This is an optimization exercise on Yosys and OpenROAD, whose aim is small area, not a production implementation. Only simulation tests tie the RTL to the original design; equivalence was not proved.

[flow/design.v]
`timescale 1ns / 1ps
module BCDDecoder(n, an, seg);
    input [31:0] n;
    input [7:0] an;       
    output [6:0] seg;
    function [3:0] f;
        input [2:0] m;
        input l;
        begin
            f[0] = ~((m[0] & l) | ~(m[0] | m[2] | l) | m[1]);
            f[1] = ~((m[0] & l) | ~((m[2] & l) | m[0]));
            f[2] = ~((m[0] & m[1] & l) | ~((m[0] & l) | m[1]));
            f[3] = (m[1] & l) | m[2];
        end
    endfunction
    wire [2:0] m1_0 = {2'b00, n[31]};
    wire [2:0] m2_0;
    wire m2_0_h;
    assign {m2_0_h, m2_0} = f(m1_0, n[30]);
    wire [2:0] m3_0;
    wire c3_0;
    assign {c3_0, m3_0} = f(m2_0, n[29]);
    wire [2:0] m4_0;
    wire c4_0;
    assign {c4_0, m4_0} = f(m3_0, n[28]);
    wire [2:0] m4_1 = {2'b00, c3_0};
    wire [2:0] m5_0;
    wire c5_0;
    assign {c5_0, m5_0} = f(m4_0, n[27]);
    wire [2:0] m5_1;
    wire m5_1_h;
    assign {m5_1_h, m5_1} = f(m4_1, c4_0);
    wire [2:0] m6_0;
    wire c6_0;
    assign {c6_0, m6_0} = f(m5_0, n[26]);
    wire [2:0] m6_1;
    wire c6_1;
    assign {c6_1, m6_1} = f(m5_1, c5_0);
    wire [2:0] m7_0;
    wire c7_0;
    assign {c7_0, m7_0} = f(m6_0, n[25]);
    wire [2:0] m7_1;
    wire c7_1;
    assign {c7_1, m7_1} = f(m6_1, c6_0);
    wire [2:0] m7_2 = {2'b00, c6_1};
    wire [2:0] m8_0;
    wire c8_0;
    assign {c8_0, m8_0} = f(m7_0, n[24]);
    wire [2:0] m8_1;
    wire c8_1;
    assign {c8_1, m8_1} = f(m7_1, c7_0);
    wire [2:0] m8_2;
    wire m8_2_h;
    assign {m8_2_h, m8_2} = f(m7_2, c7_1);
    wire [2:0] m9_0;
    wire c9_0;
    assign {c9_0, m9_0} = f(m8_0, n[23]);
    wire [2:0] m9_1;
    wire c9_1;
    assign {c9_1, m9_1} = f(m8_1, c8_0);
    wire [2:0] m9_2;
    wire c9_2;
    assign {c9_2, m9_2} = f(m8_2, c8_1);
    wire [2:0] m10_0;
    wire c10_0;
    assign {c10_0, m10_0} = f(m9_0, n[22]);
    wire [2:0] m10_1;
    wire c10_1;
    assign {c10_1, m10_1} = f(m9_1, c9_0);
    wire [2:0] m10_2;
    wire c10_2;
    assign {c10_2, m10_2} = f(m9_2, c9_1);
    wire [2:0] m10_3 = {2'b00, c9_2};
    wire [2:0] m11_0;
    wire c11_0;
    assign {c11_0, m11_0} = f(m10_0, n[21]);
    wire [2:0] m11_1;
    wire c11_1;
    assign {c11_1, m11_1} = f(m10_1, c10_0);
    wire [2:0] m11_2;
    wire c11_2;
    assign {c11_2, m11_2} = f(m10_2, c10_1);
    wire [2:0] m11_3;
    wire m11_3_h;
    assign {m11_3_h, m11_3} = f(m10_3, c10_2);
    wire [2:0] m12_0;
    wire c12_0;
    assign {c12_0, m12_0} = f(m11_0, n[20]);
    wire [2:0] m12_1;
    wire c12_1;
    assign {c12_1, m12_1} = f(m11_1, c11_0);
    wire [2:0] m12_2;
    wire c12_2;
    assign {c12_2, m12_2} = f(m11_2, c11_1);
    wire [2:0] m12_3;
    wire m12_3_h;
    assign {m12_3_h, m12_3} = f(m11_3, c11_2);
    wire [2:0] m13_0;
    wire c13_0;
    assign {c13_0, m13_0} = f(m12_0, n[19]);
    wire [2:0] m13_1;
    wire c13_1;
    assign {c13_1, m13_1} = f(m12_1, c12_0);
    wire [2:0] m13_2;
    wire c13_2;
    assign {c13_2, m13_2} = f(m12_2, c12_1);
    wire [2:0] m13_3;
    wire c13_3;
    assign {c13_3, m13_3} = f(m12_3, c12_2);
    wire [2:0] m14_0;
    wire c14_0;
    assign {c14_0, m14_0} = f(m13_0, n[18]);
    wire [2:0] m14_1;
    wire c14_1;
    assign {c14_1, m14_1} = f(m13_1, c13_0);
    wire [2:0] m14_2;
    wire c14_2;
    assign {c14_2, m14_2} = f(m13_2, c13_1);
    wire [2:0] m14_3;
    wire c14_3;
    assign {c14_3, m14_3} = f(m13_3, c13_2);
    wire [2:0] m14_4 = {2'b00, c13_3};
    wire [2:0] m15_0;
    wire c15_0;
    assign {c15_0, m15_0} = f(m14_0, n[17]);
    wire [2:0] m15_1;
    wire c15_1;
    assign {c15_1, m15_1} = f(m14_1, c14_0);
    wire [2:0] m15_2;
    wire c15_2;
    assign {c15_2, m15_2} = f(m14_2, c14_1);
    wire [2:0] m15_3;
    wire c15_3;
    assign {c15_3, m15_3} = f(m14_3, c14_2);
    wire [2:0] m15_4;
    wire m15_4_h;
    assign {m15_4_h, m15_4} = f(m14_4, c14_3);
    wire [2:0] m16_0;
    wire c16_0;
    assign {c16_0, m16_0} = f(m15_0, n[16]);
    wire [2:0] m16_1;
    wire c16_1;
    assign {c16_1, m16_1} = f(m15_1, c15_0);
    wire [2:0] m16_2;
    wire c16_2;
    assign {c16_2, m16_2} = f(m15_2, c15_1);
    wire [2:0] m16_3;
    wire c16_3;
    assign {c16_3, m16_3} = f(m15_3, c15_2);
    wire [2:0] m16_4;
    wire c16_4;
    assign {c16_4, m16_4} = f(m15_4, c15_3);
    wire [2:0] m17_0;
    wire c17_0;
    assign {c17_0, m17_0} = f(m16_0, n[15]);
    wire [2:0] m17_1;
    wire c17_1;
    assign {c17_1, m17_1} = f(m16_1, c16_0);
    wire [2:0] m17_2;
    wire c17_2;
    assign {c17_2, m17_2} = f(m16_2, c16_1);
    wire [2:0] m17_3;
    wire c17_3;
    assign {c17_3, m17_3} = f(m16_3, c16_2);
    wire [2:0] m17_4;
    wire c17_4;
    assign {c17_4, m17_4} = f(m16_4, c16_3);
    wire [2:0] m17_5 = {2'b00, c16_4};
    wire [2:0] m18_0;
    wire c18_0;
    assign {c18_0, m18_0} = f(m17_0, n[14]);
    wire [2:0] m18_1;
    wire c18_1;
    assign {c18_1, m18_1} = f(m17_1, c17_0);
    wire [2:0] m18_2;
    wire c18_2;
    assign {c18_2, m18_2} = f(m17_2, c17_1);
    wire [2:0] m18_3;
    wire c18_3;
    assign {c18_3, m18_3} = f(m17_3, c17_2);
    wire [2:0] m18_4;
    wire c18_4;
    assign {c18_4, m18_4} = f(m17_4, c17_3);
    wire [2:0] m18_5;
    wire m18_5_h;
    assign {m18_5_h, m18_5} = f(m17_5, c17_4);
    wire [2:0] m19_0;
    wire c19_0;
    assign {c19_0, m19_0} = f(m18_0, n[13]);
    wire [2:0] m19_1;
    wire c19_1;
    assign {c19_1, m19_1} = f(m18_1, c18_0);
    wire [2:0] m19_2;
    wire c19_2;
    assign {c19_2, m19_2} = f(m18_2, c18_1);
    wire [2:0] m19_3;
    wire c19_3;
    assign {c19_3, m19_3} = f(m18_3, c18_2);
    wire [2:0] m19_4;
    wire c19_4;
    assign {c19_4, m19_4} = f(m18_4, c18_3);
    wire [2:0] m19_5;
    wire c19_5;
    assign {c19_5, m19_5} = f(m18_5, c18_4);
    wire [2:0] m20_0;
    wire c20_0;
    assign {c20_0, m20_0} = f(m19_0, n[12]);
    wire [2:0] m20_1;
    wire c20_1;
    assign {c20_1, m20_1} = f(m19_1, c19_0);
    wire [2:0] m20_2;
    wire c20_2;
    assign {c20_2, m20_2} = f(m19_2, c19_1);
    wire [2:0] m20_3;
    wire c20_3;
    assign {c20_3, m20_3} = f(m19_3, c19_2);
    wire [2:0] m20_4;
    wire c20_4;
    assign {c20_4, m20_4} = f(m19_4, c19_3);
    wire [2:0] m20_5;
    wire c20_5;
    assign {c20_5, m20_5} = f(m19_5, c19_4);
    wire [2:0] m20_6 = {2'b00, c19_5};
    wire [2:0] m21_0;
    wire c21_0;
    assign {c21_0, m21_0} = f(m20_0, n[11]);
    wire [2:0] m21_1;
    wire c21_1;
    assign {c21_1, m21_1} = f(m20_1, c20_0);
    wire [2:0] m21_2;
    wire c21_2;
    assign {c21_2, m21_2} = f(m20_2, c20_1);
    wire [2:0] m21_3;
    wire c21_3;
    assign {c21_3, m21_3} = f(m20_3, c20_2);
    wire [2:0] m21_4;
    wire c21_4;
    assign {c21_4, m21_4} = f(m20_4, c20_3);
    wire [2:0] m21_5;
    wire c21_5;
    assign {c21_5, m21_5} = f(m20_5, c20_4);
    wire [2:0] m21_6;
    wire m21_6_h;
    assign {m21_6_h, m21_6} = f(m20_6, c20_5);
    wire [2:0] m22_0;
    wire c22_0;
    assign {c22_0, m22_0} = f(m21_0, n[10]);
    wire [2:0] m22_1;
    wire c22_1;
    assign {c22_1, m22_1} = f(m21_1, c21_0);
    wire [2:0] m22_2;
    wire c22_2;
    assign {c22_2, m22_2} = f(m21_2, c21_1);
    wire [2:0] m22_3;
    wire c22_3;
    assign {c22_3, m22_3} = f(m21_3, c21_2);
    wire [2:0] m22_4;
    wire c22_4;
    assign {c22_4, m22_4} = f(m21_4, c21_3);
    wire [2:0] m22_5;
    wire c22_5;
    assign {c22_5, m22_5} = f(m21_5, c21_4);
    wire [2:0] m22_6;
    wire m22_6_h;
    assign {m22_6_h, m22_6} = f(m21_6, c21_5);
    wire [2:0] m23_0;
    wire c23_0;
    assign {c23_0, m23_0} = f(m22_0, n[9]);
    wire [2:0] m23_1;
    wire c23_1;
    assign {c23_1, m23_1} = f(m22_1, c22_0);
    wire [2:0] m23_2;
    wire c23_2;
    assign {c23_2, m23_2} = f(m22_2, c22_1);
    wire [2:0] m23_3;
    wire c23_3;
    assign {c23_3, m23_3} = f(m22_3, c22_2);
    wire [2:0] m23_4;
    wire c23_4;
    assign {c23_4, m23_4} = f(m22_4, c22_3);
    wire [2:0] m23_5;
    wire c23_5;
    assign {c23_5, m23_5} = f(m22_5, c22_4);
    wire [2:0] m23_6;
    wire c23_6;
    assign {c23_6, m23_6} = f(m22_6, c22_5);
    wire [2:0] m24_0;
    wire c24_0;
    assign {c24_0, m24_0} = f(m23_0, n[8]);
    wire [2:0] m24_1;
    wire c24_1;
    assign {c24_1, m24_1} = f(m23_1, c23_0);
    wire [2:0] m24_2;
    wire c24_2;
    assign {c24_2, m24_2} = f(m23_2, c23_1);
    wire [2:0] m24_3;
    wire c24_3;
    assign {c24_3, m24_3} = f(m23_3, c23_2);
    wire [2:0] m24_4;
    wire c24_4;
    assign {c24_4, m24_4} = f(m23_4, c23_3);
    wire [2:0] m24_5;
    wire c24_5;
    assign {c24_5, m24_5} = f(m23_5, c23_4);
    wire [2:0] m24_6;
    wire c24_6;
    assign {c24_6, m24_6} = f(m23_6, c23_5);
    wire [2:0] m24_7 = {2'b00, c23_6};
    wire [2:0] m25_0;
    wire c25_0;
    assign {c25_0, m25_0} = f(m24_0, n[7]);
    wire [2:0] m25_1;
    wire c25_1;
    assign {c25_1, m25_1} = f(m24_1, c24_0);
    wire [2:0] m25_2;
    wire c25_2;
    assign {c25_2, m25_2} = f(m24_2, c24_1);
    wire [2:0] m25_3;
    wire c25_3;
    assign {c25_3, m25_3} = f(m24_3, c24_2);
    wire [2:0] m25_4;
    wire c25_4;
    assign {c25_4, m25_4} = f(m24_4, c24_3);
    wire [2:0] m25_5;
    wire c25_5;
    assign {c25_5, m25_5} = f(m24_5, c24_4);
    wire [2:0] m25_6;
    wire c25_6;
    assign {c25_6, m25_6} = f(m24_6, c24_5);
    wire [2:0] m25_7;
    wire m25_7_h;
    assign {m25_7_h, m25_7} = f(m24_7, c24_6);
    wire [2:0] m26_0;
    wire c26_0;
    assign {c26_0, m26_0} = f(m25_0, n[6]);
    wire [2:0] m26_1;
    wire c26_1;
    assign {c26_1, m26_1} = f(m25_1, c25_0);
    wire [2:0] m26_2;
    wire c26_2;
    assign {c26_2, m26_2} = f(m25_2, c25_1);
    wire [2:0] m26_3;
    wire c26_3;
    assign {c26_3, m26_3} = f(m25_3, c25_2);
    wire [2:0] m26_4;
    wire c26_4;
    assign {c26_4, m26_4} = f(m25_4, c25_3);
    wire [2:0] m26_5;
    wire c26_5;
    assign {c26_5, m26_5} = f(m25_5, c25_4);
    wire [2:0] m26_6;
    wire c26_6;
    assign {c26_6, m26_6} = f(m25_6, c25_5);
    wire [2:0] m26_7;
    wire c26_7;
    assign {c26_7, m26_7} = f(m25_7, c25_6);
    wire [2:0] m27_0;
    wire c27_0;
    assign {c27_0, m27_0} = f(m26_0, n[5]);
    wire [2:0] m27_1;
    wire c27_1;
    assign {c27_1, m27_1} = f(m26_1, c26_0);
    wire [2:0] m27_2;
    wire c27_2;
    assign {c27_2, m27_2} = f(m26_2, c26_1);
    wire [2:0] m27_3;
    wire c27_3;
    assign {c27_3, m27_3} = f(m26_3, c26_2);
    wire [2:0] m27_4;
    wire c27_4;
    assign {c27_4, m27_4} = f(m26_4, c26_3);
    wire [2:0] m27_5;
    wire c27_5;
    assign {c27_5, m27_5} = f(m26_5, c26_4);
    wire [2:0] m27_6;
    wire c27_6;
    assign {c27_6, m27_6} = f(m26_6, c26_5);
    wire [2:0] m27_7;
    wire c27_7;
    assign {c27_7, m27_7} = f(m26_7, c26_6);
    wire [2:0] m28_0;
    wire c28_0;
    assign {c28_0, m28_0} = f(m27_0, n[4]);
    wire [2:0] m28_1;
    wire c28_1;
    assign {c28_1, m28_1} = f(m27_1, c27_0);
    wire [2:0] m28_2;
    wire c28_2;
    assign {c28_2, m28_2} = f(m27_2, c27_1);
    wire [2:0] m28_3;
    wire c28_3;
    assign {c28_3, m28_3} = f(m27_3, c27_2);
    wire [2:0] m28_4;
    wire c28_4;
    assign {c28_4, m28_4} = f(m27_4, c27_3);
    wire [2:0] m28_5;
    wire c28_5;
    assign {c28_5, m28_5} = f(m27_5, c27_4);
    wire [2:0] m28_6;
    wire c28_6;
    assign {c28_6, m28_6} = f(m27_6, c27_5);
    wire [2:0] m28_7;
    wire c28_7;
    assign {c28_7, m28_7} = f(m27_7, c27_6);
    wire [2:0] m29_0;
    wire c29_0;
    assign {c29_0, m29_0} = f(m28_0, n[3]);
    wire [2:0] m29_1;
    wire c29_1;
    assign {c29_1, m29_1} = f(m28_1, c28_0);
    wire [2:0] m29_2;
    wire c29_2;
    assign {c29_2, m29_2} = f(m28_2, c28_1);
    wire [2:0] m29_3;
    wire c29_3;
    assign {c29_3, m29_3} = f(m28_3, c28_2);
    wire [2:0] m29_4;
    wire c29_4;
    assign {c29_4, m29_4} = f(m28_4, c28_3);
    wire [2:0] m29_5;
    wire c29_5;
    assign {c29_5, m29_5} = f(m28_5, c28_4);
    wire [2:0] m29_6;
    wire c29_6;
    assign {c29_6, m29_6} = f(m28_6, c28_5);
    wire [2:0] m29_7;
    wire c29_7;
    assign {c29_7, m29_7} = f(m28_7, c28_6);
    wire [2:0] m30_0;
    wire c30_0;
    assign {c30_0, m30_0} = f(m29_0, n[2]);
    wire [2:0] m30_1;
    wire c30_1;
    assign {c30_1, m30_1} = f(m29_1, c29_0);
    wire [2:0] m30_2;
    wire c30_2;
    assign {c30_2, m30_2} = f(m29_2, c29_1);
    wire [2:0] m30_3;
    wire c30_3;
    assign {c30_3, m30_3} = f(m29_3, c29_2);
    wire [2:0] m30_4;
    wire c30_4;
    assign {c30_4, m30_4} = f(m29_4, c29_3);
    wire [2:0] m30_5;
    wire c30_5;
    assign {c30_5, m30_5} = f(m29_5, c29_4);
    wire [2:0] m30_6;
    wire c30_6;
    assign {c30_6, m30_6} = f(m29_6, c29_5);
    wire [2:0] m30_7;
    wire c30_7;
    assign {c30_7, m30_7} = f(m29_7, c29_6);
    wire [2:0] m31_0;
    wire c31_0;
    assign {c31_0, m31_0} = f(m30_0, n[1]);
    wire [2:0] m31_1;
    wire c31_1;
    assign {c31_1, m31_1} = f(m30_1, c30_0);
    wire [2:0] m31_2;
    wire c31_2;
    assign {c31_2, m31_2} = f(m30_2, c30_1);
    wire [2:0] m31_3;
    wire c31_3;
    assign {c31_3, m31_3} = f(m30_3, c30_2);
    wire [2:0] m31_4;
    wire c31_4;
    assign {c31_4, m31_4} = f(m30_4, c30_3);
    wire [2:0] m31_5;
    wire c31_5;
    assign {c31_5, m31_5} = f(m30_5, c30_4);
    wire [2:0] m31_6;
    wire c31_6;
    assign {c31_6, m31_6} = f(m30_6, c30_5);
    wire [2:0] m31_7;
    wire c31_7;
    assign {c31_7, m31_7} = f(m30_7, c30_6);
    wire [3:0] dsel;
    assign dsel[0] = (~an[0] & m31_0[0]) | (~an[1] & m31_1[0]) | (~an[2] & m31_2[0]) | (~an[3] & m31_3[0]) | (~an[4] & m31_4[0]) | (~an[5] & m31_5[0]) | (~an[6] & m31_6[0]) | (~an[7] & m31_7[0]);
    assign dsel[1] = (~an[0] & m31_0[1]) | (~an[1] & m31_1[1]) | (~an[2] & m31_2[1]) | (~an[3] & m31_3[1]) | (~an[4] & m31_4[1]) | (~an[5] & m31_5[1]) | (~an[6] & m31_6[1]) | (~an[7] & m31_7[1]);
    assign dsel[2] = (~an[0] & m31_0[2]) | (~an[1] & m31_1[2]) | (~an[2] & m31_2[2]) | (~an[3] & m31_3[2]) | (~an[4] & m31_4[2]) | (~an[5] & m31_5[2]) | (~an[6] & m31_6[2]) | (~an[7] & m31_7[2]);
    assign dsel[3] = (~an[0] & n[0]) | (~an[1] & c31_0) | (~an[2] & c31_1) | (~an[3] & c31_2) | (~an[4] & c31_3) | (~an[5] & c31_4) | (~an[6] & c31_5) | (~an[7] & c31_6);
    reg [6:0] segr;
    assign seg = segr;
    always @(*) begin
        case ({dsel[3], dsel[2:0]})
            4'd0: segr = 7'b0000001;
            4'd1: segr = 7'b0010010;
            4'd2: segr = 7'b1001001;
            4'd3: segr = 7'b1001100;
            4'd4: segr = 7'b0100000;
            4'd5: segr = 7'b0110010;
            4'd6: segr = 7'b0000000;
            4'd7: segr = 7'b0000100;
            4'd8: segr = 7'b1001111;
            4'd9: segr = 7'b0000110;
            4'd10: segr = 7'b1101101;
            4'd11: segr = 7'b0100100;
            4'd12: segr = 7'b0001111;
            4'd13: segr = 7'b0000111;
            4'd14: segr = 7'b0000100;
            4'd15: segr = 7'b0000100;
        endcase
    end
endmodule
`timescale 1ns / 1ps
module Counter24 #(
    parameter W    = 20,
    parameter TAP  = 17,
    parameter JBIT = 19,
    parameter [W-1:0] TVAL = 0,
    parameter [W-1:0] IVAL = 0
)(sysclk, rstn, ovf);
    input sysclk;
    input rstn;
    output ovf;
    reg [W-1:0] cnt;
    assign ovf = (cnt == TVAL);
    wire [W-1:0] nxt = {cnt[W-2:0], cnt[W-1] ^ cnt[TAP-1]};
    always @(posedge sysclk or negedge rstn) begin
        if (!rstn)
            cnt <= IVAL;
        else
            cnt <= nxt ^ ({{(W-1){1'b0}}, ovf} << JBIT);
    end
endmodule
`timescale 1ns / 1ps
module FNDCounter(clk, rstn, clksel, ld, ld_val, seg, an);
    input clk;
    input rstn;
    input clksel;
    input ld;            
    input [31:0] ld_val;
    output [6:0] seg;    
    output [7:0] an;     
    reg [31:0] fndcnt;   
    reg [2:0]  fndsel;   
    wire fndovf1, fndovf2, refreshovf;
    Counter24 #(.W(20), .TAP(17), .JBIT(19), .TVAL(20'h71d94), .IVAL(20'h31d94)) fctr1(clk, rstn, fndovf1);
    Counter24 #(.W(19), .TAP(7),  .JBIT(3),  .TVAL(19'h28284), .IVAL(19'h28280)) fctr2(clk, rstn, fndovf2);
    Counter24 #(.W(17), .TAP(14), .JBIT(0),  .TVAL(17'h15c38), .IVAL(17'h05c38)) rctr(clk, rstn, refreshovf);
    BCDDecoder dec(.n(fndcnt), .an(an), .seg(seg));
    wire fndovf = clksel ? fndovf2 : fndovf1;
    assign an = ~(8'b1 << fndsel);
    always @(posedge clk or negedge rstn) begin
        if (!rstn)
            fndcnt <= 0;
        else if (ld)
            fndcnt <= ld_val;
        else if (fndovf)
            fndcnt <= fndcnt + 1;
    end
    always @(posedge clk or negedge rstn) begin
        if (!rstn)
            fndsel <= 0;
        else if (refreshovf)
            fndsel <= fndsel + 1;
    end
endmodule
[flow/flow/run.sh]
#!/bin/bash
# Layout flow: the standard flow, except that
#  - synthesis maps the logic with an area-only ABC script (flow/abc_area.script)
#    in place of ORFS's abc_area.script, which sizes cells up for speed;
#  - ports are buffered with sky130_fd_sc_hd__buf_1.
# Synthesis itself is ORFS's (synth_recipe.tcl), so registers keep their names and cells.
set -euo pipefail
W=$(pwd)
rm -rf "$W/scripts_custom"
cp -r "$FLOW_HOME/scripts" "$W/scripts_custom"
cp "$W/flow/abc_area.script" "$W/scripts_custom/abc_area.script"
bash standard.sh synth "SCRIPTS_DIR=$W/scripts_custom" > "$W/synth.log" 2>&1
bash standard.sh finish "BUFFER_PORTS_ARGS=-buffer_cell sky130_fd_sc_hd__buf_1" > "$W/finish.log" 2>&1
[flow/flow/abc_area.script]
strash
dc2
dch -f
amap
topo
[flow/standard.sh]
#!/bin/bash
# synth_recipe.tcl (not shown) runs the flow's synth.tcl, then flattens the netlist and writes it again
# the make line also repeats each setting of config.mk as NAME=value (left out here)
make -C /OpenROAD-flow-scripts/flow DESIGN_CONFIG=/design/flow/config.mk WORK_HOME=/design/flow/orfs CLKGATE_MAP_FILE= SYNTH_SCRIPT=/design/flow/synth_recipe.tcl "${@:-finish}"
[flow/config.mk]
export PLATFORM = sky130hd
export DESIGN_NAME = FNDCounter
export DESIGN_NICKNAME = FNDCounter
export VERILOG_FILES = /design/flow/design.v
export SDC_FILE = /design/flow/constraint.sdc
export NUM_CORES = 4
export LEC_CHECK = 0
export ABC_AREA = 1
export CAP_MARGIN = 20
export CORE_MARGIN = 2
export CORE_UTILIZATION = 40
export CTS_BUF_LIST = sky130_fd_sc_hd__clkbuf_8
export SLEW_MARGIN = 20
[flow/constraint.sdc]
create_clock -name core_clock -period 150.0 [get_ports {clk}]
set_input_delay 30.0000 -clock core_clock [delete_from_list [all_inputs] [get_ports {clk}]]
set_output_delay 30.0000 -clock core_clock [all_outputs]
set_load 0.01 [all_outputs]
==> results by group <==
Synth
  • Number of enable flip-flop cells after synthesis: 0
  • Ys flop type: dfrtp_1
  • #FFs+latches synth: 91
  • Synth Cell Area: roughly 10000 um^2
  • Mapped Nets: approximately 1700
  • Synth Area in XOR/XNOR: 0
  • Distinct cells, synth: 45
  • Largest family of logic cells by synthesized area: compound AO/OA/AOI/OAI gates
  • Cells after synthesis: roughly 1600
  • Syn_area_per_cell: 6.06 um^2
  • Post-synthesis mux area share: 0
  • Synth Area in Compound Gates: 0.355
  • Ys async rst share: 1.00
  • Synth Area in Adders: 0.0498
  • Yosys warnings: 5
  • Synth area leader: dfrtp_1
  • Top post-synthesis cells by area: dfrtp_1, nor2_1, o21ai_0
  • Top cell type's share of synthesized area: 0.181
  • Register area share after synthesis: 0.235
  • Post-synthesis simple-gate area fraction: 0.288

Timing
  • Max transition margin: 0.416
  • Worst Tran Pin Value: slightly below 0.9 ns
  • Period minus WS final: 43.97 ns
  • Unrepaired setup endpoints after global routing: no
  • Final hold vios: 0
  • Setup TNS Final: 0 ns
  • Peak Freq: approximately 0.023 GHz
  • Final setup fails: 0
  • Clock Skew: 0.0121 ns
  • Period utilization: 0.293
  • Max Slew Vio Count: 0

Clock tree
  • Post-CTS Setup Repair Bufs: 0
  • CTS root buffer: clkbuf_8
  • Post-CTS Resized: 0
  • H-tree depth: 3
  • TritonCTS Buffers: 9
  • Clock Latency Late Sink: 0.37 ns
  • Hold Buf Count CTS: 0
  • Worst-path clk slew: 0.09 ns
  • Clk sinks: 91
  • CTS tree: done
  • Worst-case clock buffer depth: 2

Finish
  • Layout cells sized above 1: 0.0255
  • Final Cell Area: around 11000 um^2
  • Layout fillers: 2561
  • ANT cells: 0
  • Register area: about 2300 um^2
  • Commonest non-fill, non-tap cell in the layout: nor2_1
  • Area of the multi-input gates: approximately 7000 um^2
  • Layout area overhead: 8.47%
  • Commonest non-fill, non-tap cells in the layout: nor2_1, o21ai_0, a21oi_1
  • Final non-filler cell total: 2011
  • Nets: 1757

Route
  • Iteration-0 DRC Markers: roughly 560
  • Via density: 5.16
  • Final wirelength: between 20 and 25 mm
  • Drc violations: 0
  • DRT Pass-1 Iters: 5
  • Vias after detailed routing: 10400
  • ANT nets after route: 0
  • WL per Instance: ~11 um

Setup path
  • Slowest stage delay, CP: 0.44 ns
  • Crit. End Element: output pin
  • CP Data Arrival Time: 13.97 ns
  • Startpoint Class: flop
  • Reg2reg start: fndcnt[4]
  • Crit Path Max Fanout: 5
  • Critical-path top delay cell: a2111oi_0
  • Critical path startpoint: fndcnt[31]
  • Cell depth of the worst flop-to-flop path: 23
  • CP required: 120.00 ns
  • CP dominant cell by count: o21ai_0
  • Crit Path Class: reg -> out
  • Reg2reg setup slack: 145.76 ns

Global route
  • Pin count of the biggest net entering global routing: 55
  • Gr ovfl total: 0
  • First-pass GRT wire length: just under 40 mm
  • Vias in the first global route: 9485
  • Total GRT Usage: 0.176
  • Initial antenna violation count: 0

Floorplan
  • Core ar.: 24200 um^2
  • Die extent in x: 161 um
  • Chip height: 161 um
  • IO Count: approximately 50
  • Die area: 25800 um^2
  • Row cnt: 57
  • Initial Utilization: 0.406

Hold path
  • Hold path start: rctr.cnt[4]
  • HP Class: reg -> reg
  • Hold Path Depth: 0

Placement
  • Final HPWL DP: 17.9 mm
  • Port Buf Inserts: 50
  • Placed insts: 1995
  • Placer Congestion: 0.820
  • Cell Area, Placed: ~10000 um^2

Job
  • Max-cap check violation count: 0

Run status
  • Status: complete, no violations
==> state kept, by name (all words and copies together), names as in the netlist <==
register   count
fctr1.cnt     20
fctr2.cnt     19
fndcnt        32
fndsel         3
rctr.cnt      17
==> worst max-delay path: cells and delay by family, from the launching register on <==
family | cells | cell delay (ns)
AOI/OAI and AO/OA | 29 | 7.65
and+or+nand+nor | 28 | 3.56
buffers and inverters | 11 | 1.34
adders and majority gates | 2 | 0.61
DFF | 1 | 0.43
==> cell usage after synthesis, drive strengths merged, types with 4 or more instances <==
cell	count
nor2	427
o21ai	244
a21oi	213
clkinv	189
nand2	150
dfrtp	71
o21a	65
ha	39
nor3	28
dfstp	20
nor2b	20
o22ai	15
or2	15
nand3	13
o22a	12
nor4	11
a211oi	9
a22oi	6
a31oi	6
nand4	6
a221oi	5
o31ai	5
or3	5
o221ai	4
o32a	4
==> layer usage <==
metal	track usage	share of wire	vias to the layer above	wire length [um]
met5	0	0	-	0
met3	0.0214	0.024	17	536
met1	0.226	0.50	4545	11100
met4	0.0283	0.0083	0	184
met2	0.323	0.47	99	10500
li1	-	-	5723	-
==> through the flow <==
stage / worst slack [ns] / utilization / hold slack (ns)
after floorplan: 108.45 / - / 0.346
after global placement: 107.22 / 0.432 / 0.355
after detailed placement: 106.58 / 0.432 / 0.354
after CTS: 106.06 / 0.440 / 0.368
after global routing: 103.70 / 0.440 / 0.372
final: 106.03 / 0.440 / 0.363
==> area by class of cell <==
class | count | area share
multi-input combinational | 1337 | 0.639
timing repair buffer | 54 | 0.0209
tap | 324 | 0.0381
inverter | 189 | 0.0667
sequential | 91 | 0.216
clock inverter | 6 | 0.00553
clock buffer | 10 | 0.0129
==> path summary, 6_finish.rpt <==
kind                           endpoint
max                              seg[3]
min                         rctr.cnt[5]
max reg2reg                  fndcnt[31]
min reg2reg                 rctr.cnt[5]
max in group asynchronous  fctr2.cnt[4]
min in group asynchronous  fctr1.cnt[1]
==> cell families (layout without fill, tap and decap cells) <==
logic type / Yosys count / count (layout)
AOI/OAI and AO/OA: 611 / 611
adders and majority gates: 39 / 39
buffers and inverters: 189 / 259
DFF: 91 / 91
and+or+nand+nor: 687 / 687

separate check: timing with driven ports:
The results above use ideal ports. As a check the final layout listed here was re-extracted and re-timed, cells and wires unchanged.
Step 1 sets driving cells, clkbuf_16 on the clock port and buf_2 on the other inputs (assumed; they add their load-dependent delay and slew).
Step 2 times the ports against the registers' clock, not the clock port: input delays grow and output delays shrink by t, the midpoint of the rising clock arrivals with the driver on.
a / b / c = ideal ports / drivers / drivers and shift; a / b = the first two.
shift t [ns]: 0.403
slack for setup (ns): 106.032 / 105.999 / 106.402
worst data-port slew with drivers (ns): 0.04
cell pins on the clock port's net: 1
After both steps setup and hold are still met in this run. The setup slack of this run moves by -0.033 ns with the drivers and by +0.370 ns with both steps.
